This is an optimization exercise on Yosys and OpenROAD, whose aim is small area, not a production implementation.
Only simulation tests tie the RTL to the original design; equivalence was not proved.
The flow treats the clock pin as an ideal source, which a real chip does not have.

// wordle
module wordle(switch_input, clk, enter, SS1, SS2, SS3, SS4, LED1, LED2, LED3, LED4, LED5, LED6, LED7, LED8, LED9, LED0, reset, rst);
	input [9:0] switch_input;
	input clk, enter, reset;
	input rst;  
	output reg [6:0] SS1, SS2, SS3, SS4;
	output reg LED1, LED2, LED3, LED4;
	output reg LED7, LED8, LED9, LED0;
	output LED5, LED6;
	localparam S0 = 4'd0, S1 = 4'd1, S2 = 4'd2, S3 = 4'd3, S4 = 4'd4,
	           S5 = 4'd5, S6 = 4'd6, S7 = 4'd7, S8 = 4'd8, S9 = 4'd9;
	reg [3:0] state, next_state;
	reg [2:0] count;                 
	reg rpd;                         
	reg [6:0] P;                     
	reg Bd, Bdd;                     
	reg m1, m2, m3, m4;              
	reg [1:0] S;                     
	reg [1:0] wm;                    
	reg [4:0] cc;                    
	reg [22:0] fc;                   
	reg slow_clk;
	reg enter_old, reset_old, B;
	reg led56;
	assign LED5 = led56;
	assign LED6 = led56;
	reg [6:0] seg;
	always @* begin
		case (switch_input)
		10'b1000000000 : seg = 7'b0001000;  
		10'b0100000000 : seg = 7'b1100000;  
		10'b0010000000 : seg = 7'b0110001;  
		10'b0001000000 : seg = 7'b1000010;  
		10'b0000100000 : seg = 7'b0110000;  
		10'b0000010000 : seg = 7'b0111000;  
		10'b0000001000 : seg = 7'b0000100;  
		10'b1000000001 : seg = 7'b1101000;  
		10'b0100000001 : seg = 7'b1001111;  
		10'b0010000001 : seg = 7'b1000111;  
		10'b0001000001 : seg = 7'b1111000;  
		10'b0000100001 : seg = 7'b1110001;  
		10'b0000010001 : seg = 7'b1011010;  
		10'b0000001001 : seg = 7'b1101010;  
		10'b1000000010 : seg = 7'b0000001;  
		10'b0100000010 : seg = 7'b0011000;  
		10'b0010000010 : seg = 7'b0001100;  
		10'b0001000010 : seg = 7'b1111010;  
		10'b0000100010 : seg = 7'b0100100;  
		10'b0000010010 : seg = 7'b1001110;  
		10'b0000001010 : seg = 7'b1000001;  
		10'b1000000100 : seg = 7'b1101011;  
		10'b0100000100 : seg = 7'b1001001;  
		10'b0010000100 : seg = 7'b1001000;  
		10'b0001000100 : seg = 7'b1000100;  
  ...
Size in the first run: roughly 52 I/O pins, roughly 0.0053 sq mm of cells after synthesis.
==> flow/config.mk <==
export PLATFORM = sky130hd
export DESIGN_NAME = wordle
export DESIGN_NICKNAME = wordle
export VERILOG_FILES = /design/flow/design.v
export SDC_FILE = /design/flow/constraint.sdc
export NUM_CORES = 4
export LEC_CHECK = 0
export ABC_AREA = 1
export CAP_MARGIN = 20
export CORE_MARGIN = 2
export CORE_UTILIZATION = 60
export GPL_TIMING_DRIVEN = 0
export PLACE_DENSITY = 0.75
export SLEW_MARGIN = 20
==> flow/constraint.sdc <==
create_clock -name core_clock -period 10.0 [get_ports {clk}]
set_input_delay 2.0000 -clock core_clock [delete_from_list [all_inputs] [get_ports {clk}]]
set_output_delay 2.0000 -clock core_clock [all_outputs]
set_load 0.01 [all_outputs]
standard.sh (not shown) runs the stock make flow with config.mk's settings and CLKGATE_MAP_FILE= SYNTH_SCRIPT=/design/flow/synth_recipe.tcl, a recipe that flattens the netlist after the stock synthesis.
==> flow/flow/run.sh <==
#!/bin/bash
# Layout flow: the standard flow (standard.sh) with a few changes that only
# affect how the layout is made:
#  - synthesis maps the logic with area-driven ABC scripts (area.abc, best of several
#    seeds) instead of ORFS's delay-biased abc_area.script; everything else in synthesis is the standard flow's own
#    script (synth_recipe.tcl), so the registers and their names are unchanged;
#  - port buffers use sky130_fd_sc_hd__buf_1;
#  - CTS uses smaller clock buffers and inserts no dummy loads;
#  - no adder extraction before ABC;
set -euo pipefail
W=$PWD
# area.abc holds one ABC script per line; each line becomes a script file, abc runs
# with each and the smallest mapping is kept (abc_best.tcl)
scripts=""
n=0
while IFS= read -r line; do
  [[ -z "$line" ]] && continue
  n=$((n + 1))
  printf '%s\n' "$line" > $W/area_$n.abc
  scripts="$scripts $W/area_$n.abc"
done < flow/area.abc
{
  printf 'set ::abc_best_scripts {%s}\n' "$scripts"
  cat flow/abc_best.tcl
  # no half/full-adder extraction: abc maps that logic better than fixed adder cells
  printf 'proc extract_fa {args} {}\n'
  cat synth_recipe.tcl
} > $W/area_synth.tcl
CTS="-sink_clustering_enable -repair_clock_nets -dont_use_dummy_load -root_buf sky130_fd_sc_hd__clkbuf_4 -buf_list sky130_fd_sc_hd__clkbuf_8"
if [[ -f flow/cts_args ]]; then CTS=$(cat flow/cts_args); fi
sed -e "s#SYNTH_SCRIPT=[^ ]*#SYNTH_SCRIPT=$W/area_synth.tcl#" \
    -e "s#\"\${@:-finish}\"#BUFFER_PORTS_ARGS='-buffer_cell sky130_fd_sc_hd__buf_1' CTS_ARGS='$CTS' POST_CTS_TCL=$W/flow/post_cts.tcl \"\${@:-finish}\"#" \
    standard.sh > $W/area_standard.sh
bash $W/area_standard.sh > $W/flow.log 2>&1
Other scripts of this flow, unchanged in this note and not shown: flow/flow/abc_best.tcl, flow/flow/area.abc, flow/flow/post_cts.tcl
Edit:
--- a/flow/design.v
+++ b/flow/design.v
@@ -145,70 +145,68 @@
 				nc = (count[2] & count[0]) ? 3'd0 : count + 3'd1;
 			end
 			S6: ns = S1;
 			S7: ns = S0;
 			4'b1??0: ns = S9;
 			4'b1??1: ns = S0;
 			endcase
 		end
 	end
 	always @(posedge clk) begin
 		if (rst) begin
 			state <= S0; next_state <= S0;
-			count <= 3'd0;
-			P <= 7'd0;
+			count <= 3'd0; rpd <= 1'b0;
+			P <= 7'd0; Bd <= 1'b0; Bdd <= 1'b0;
+			m1 <= 1'b0; m2 <= 1'b0; m3 <= 1'b0; m4 <= 1'b0;
 			S <= 2'd0; wm <= 2'd0; cc <= 5'd0;
 			fc <= 23'd0; slow_clk <= 1'b0;
 			enter_old <= 1'b0; reset_old <= 1'b0; B <= 1'b0;
 		end else begin
 			if (tc) begin
 				fc <= 23'd0;
 				slow_clk <= ~slow_clk;
 			end else
 				fc <= {fc[21:0], ~(fc[22] ^ fc[17])};
 			enter_old <= enter;
 			reset_old <= reset;
 			B <= ep & ~rp & ~B;
 			if (state == S0) cc <= cc_next;
-			if (rp) S <= 2'd0;
-			if (B & (state == S0)) begin
-				case (switch_input)
-				10'b1000000000: S <= 2'd1;
-				10'b0100000000: S <= 2'd2;
-				10'b0010000000: S <= 2'd3;
+			if (rp) begin
+				m1 <= 1'b0; m2 <= 1'b0; m3 <= 1'b0; m4 <= 1'b0;
+				S <= 2'd0;
+			end
+			if (B) begin
+				case (state)
+				S0: begin
+					case (switch_input)
+					10'b1000000000: S <= 2'd1;
+					10'b0100000000: S <= 2'd2;
+					10'b0010000000: S <= 2'd3;
+					default: ;
+					endcase
+					if (S != 2'd0) wm <= S;
+				end
+				S1: begin P <= seg; m1 <= mnew; end
+				S2: begin P <= seg; m2 <= mnew; end
+				S3: begin P <= seg; m3 <= mnew; end
+				S4: begin P <= seg; m4 <= mnew; end
 				default: ;
 				endcase
-				if (S != 2'd0) wm <= S;
-			end
-			if (B & ((state == S1) | (state == S2) | (state == S3) | (state == S4))) P <= seg;
+			end
 			next_state <= ns;
 			state <= next_state;
 			count <= nc;
-		end
-	end
-	always @(posedge clk) begin
-		rpd <= rp;
-		Bd <= B;
-		Bdd <= Bd;
-		if (rp) begin
-			m1 <= 1'b0; m2 <= 1'b0; m3 <= 1'b0; m4 <= 1'b0;
-		end
-		if (B) begin
-			case (state)
-			S1: m1 <= mnew;
-			S2: m2 <= mnew;
-			S3: m3 <= mnew;
-			S4: m4 <= mnew;
-			default: ;
-			endcase
+			rpd <= rp;
+			Bd <= B;
+			Bdd <= Bd;
 		end
 	end
 	wire st0 = (state == S0), st1 = (state == S1), st2 = (state == S2), st3 = (state == S3),
 	     st4 = (state == S4), st5 = (state == S5), st6 = (state == S6), st7 = (state == S7),
 	     st8 = state[3] & ~state[0], st9 = state[3] & state[0];
 	wire md_e = (switch_input == 10'b1000000000);
 	wire md_m = (switch_input == 10'b0100000000);
 	wire md_h = (switch_input == 10'b0010000000);
 	wire md_s = ~(md_e | md_m | md_h);
 	wire p2 = ~rpd & Bdd & st2, p3 = ~rpd & Bdd & st3, p4 = ~rpd & Bdd & st4, p5 = ~rpd & Bdd & st5;
 	wire h1 = ~rpd & ~p2 & (st2 | st3 | st4 | st5);
 	wire h2 = ~rpd & ~p3 & (st3 | st4 | st5);
Effect: The new run went through all stages and came out clean. Core utilization went up by 0.29 points. Clock-buffer cell count stays the same. Worst setup slack improved by 1.0 ns. Final area went up slightly. Critical path depth is lower by 7. Clock skew hardly moves. Global-route usage rises by 0.45 points. Wire length goes up slightly. Sequential cell count stays the same.

## what the ideal ports hide
The flow's constraints put no driver on any port. The routed layouts listed below were extracted and timed again, unchanged, in two steps. Step 1: set_driving_cell puts a clkbuf_16 on clk and a buf_2 on each other input, an assumption about the parent block. Step 2, shift: input delay + t, output delay - t, t = (earliest + latest rising clock arrival at the registers) / 2. This alone moves slack from input paths to output paths. Three values: ideal ports, drivers, drivers and shift; two values: the first two.
| run | t (ns) | slack for setup (ns) | pins driven straight from the clock port |
|---|---|---|---|
| the first run | 0.458 | 3.602 / 3.614 / 3.156 | 1 |
| the second run | 0.579 | 4.606 / 4.616 / 4.037 | 1 |
After both steps every run listed still meets setup and hold. The setup slack of the second run, which loses most, moves by +0.010 ns with the drivers and by -0.569 ns with both steps.
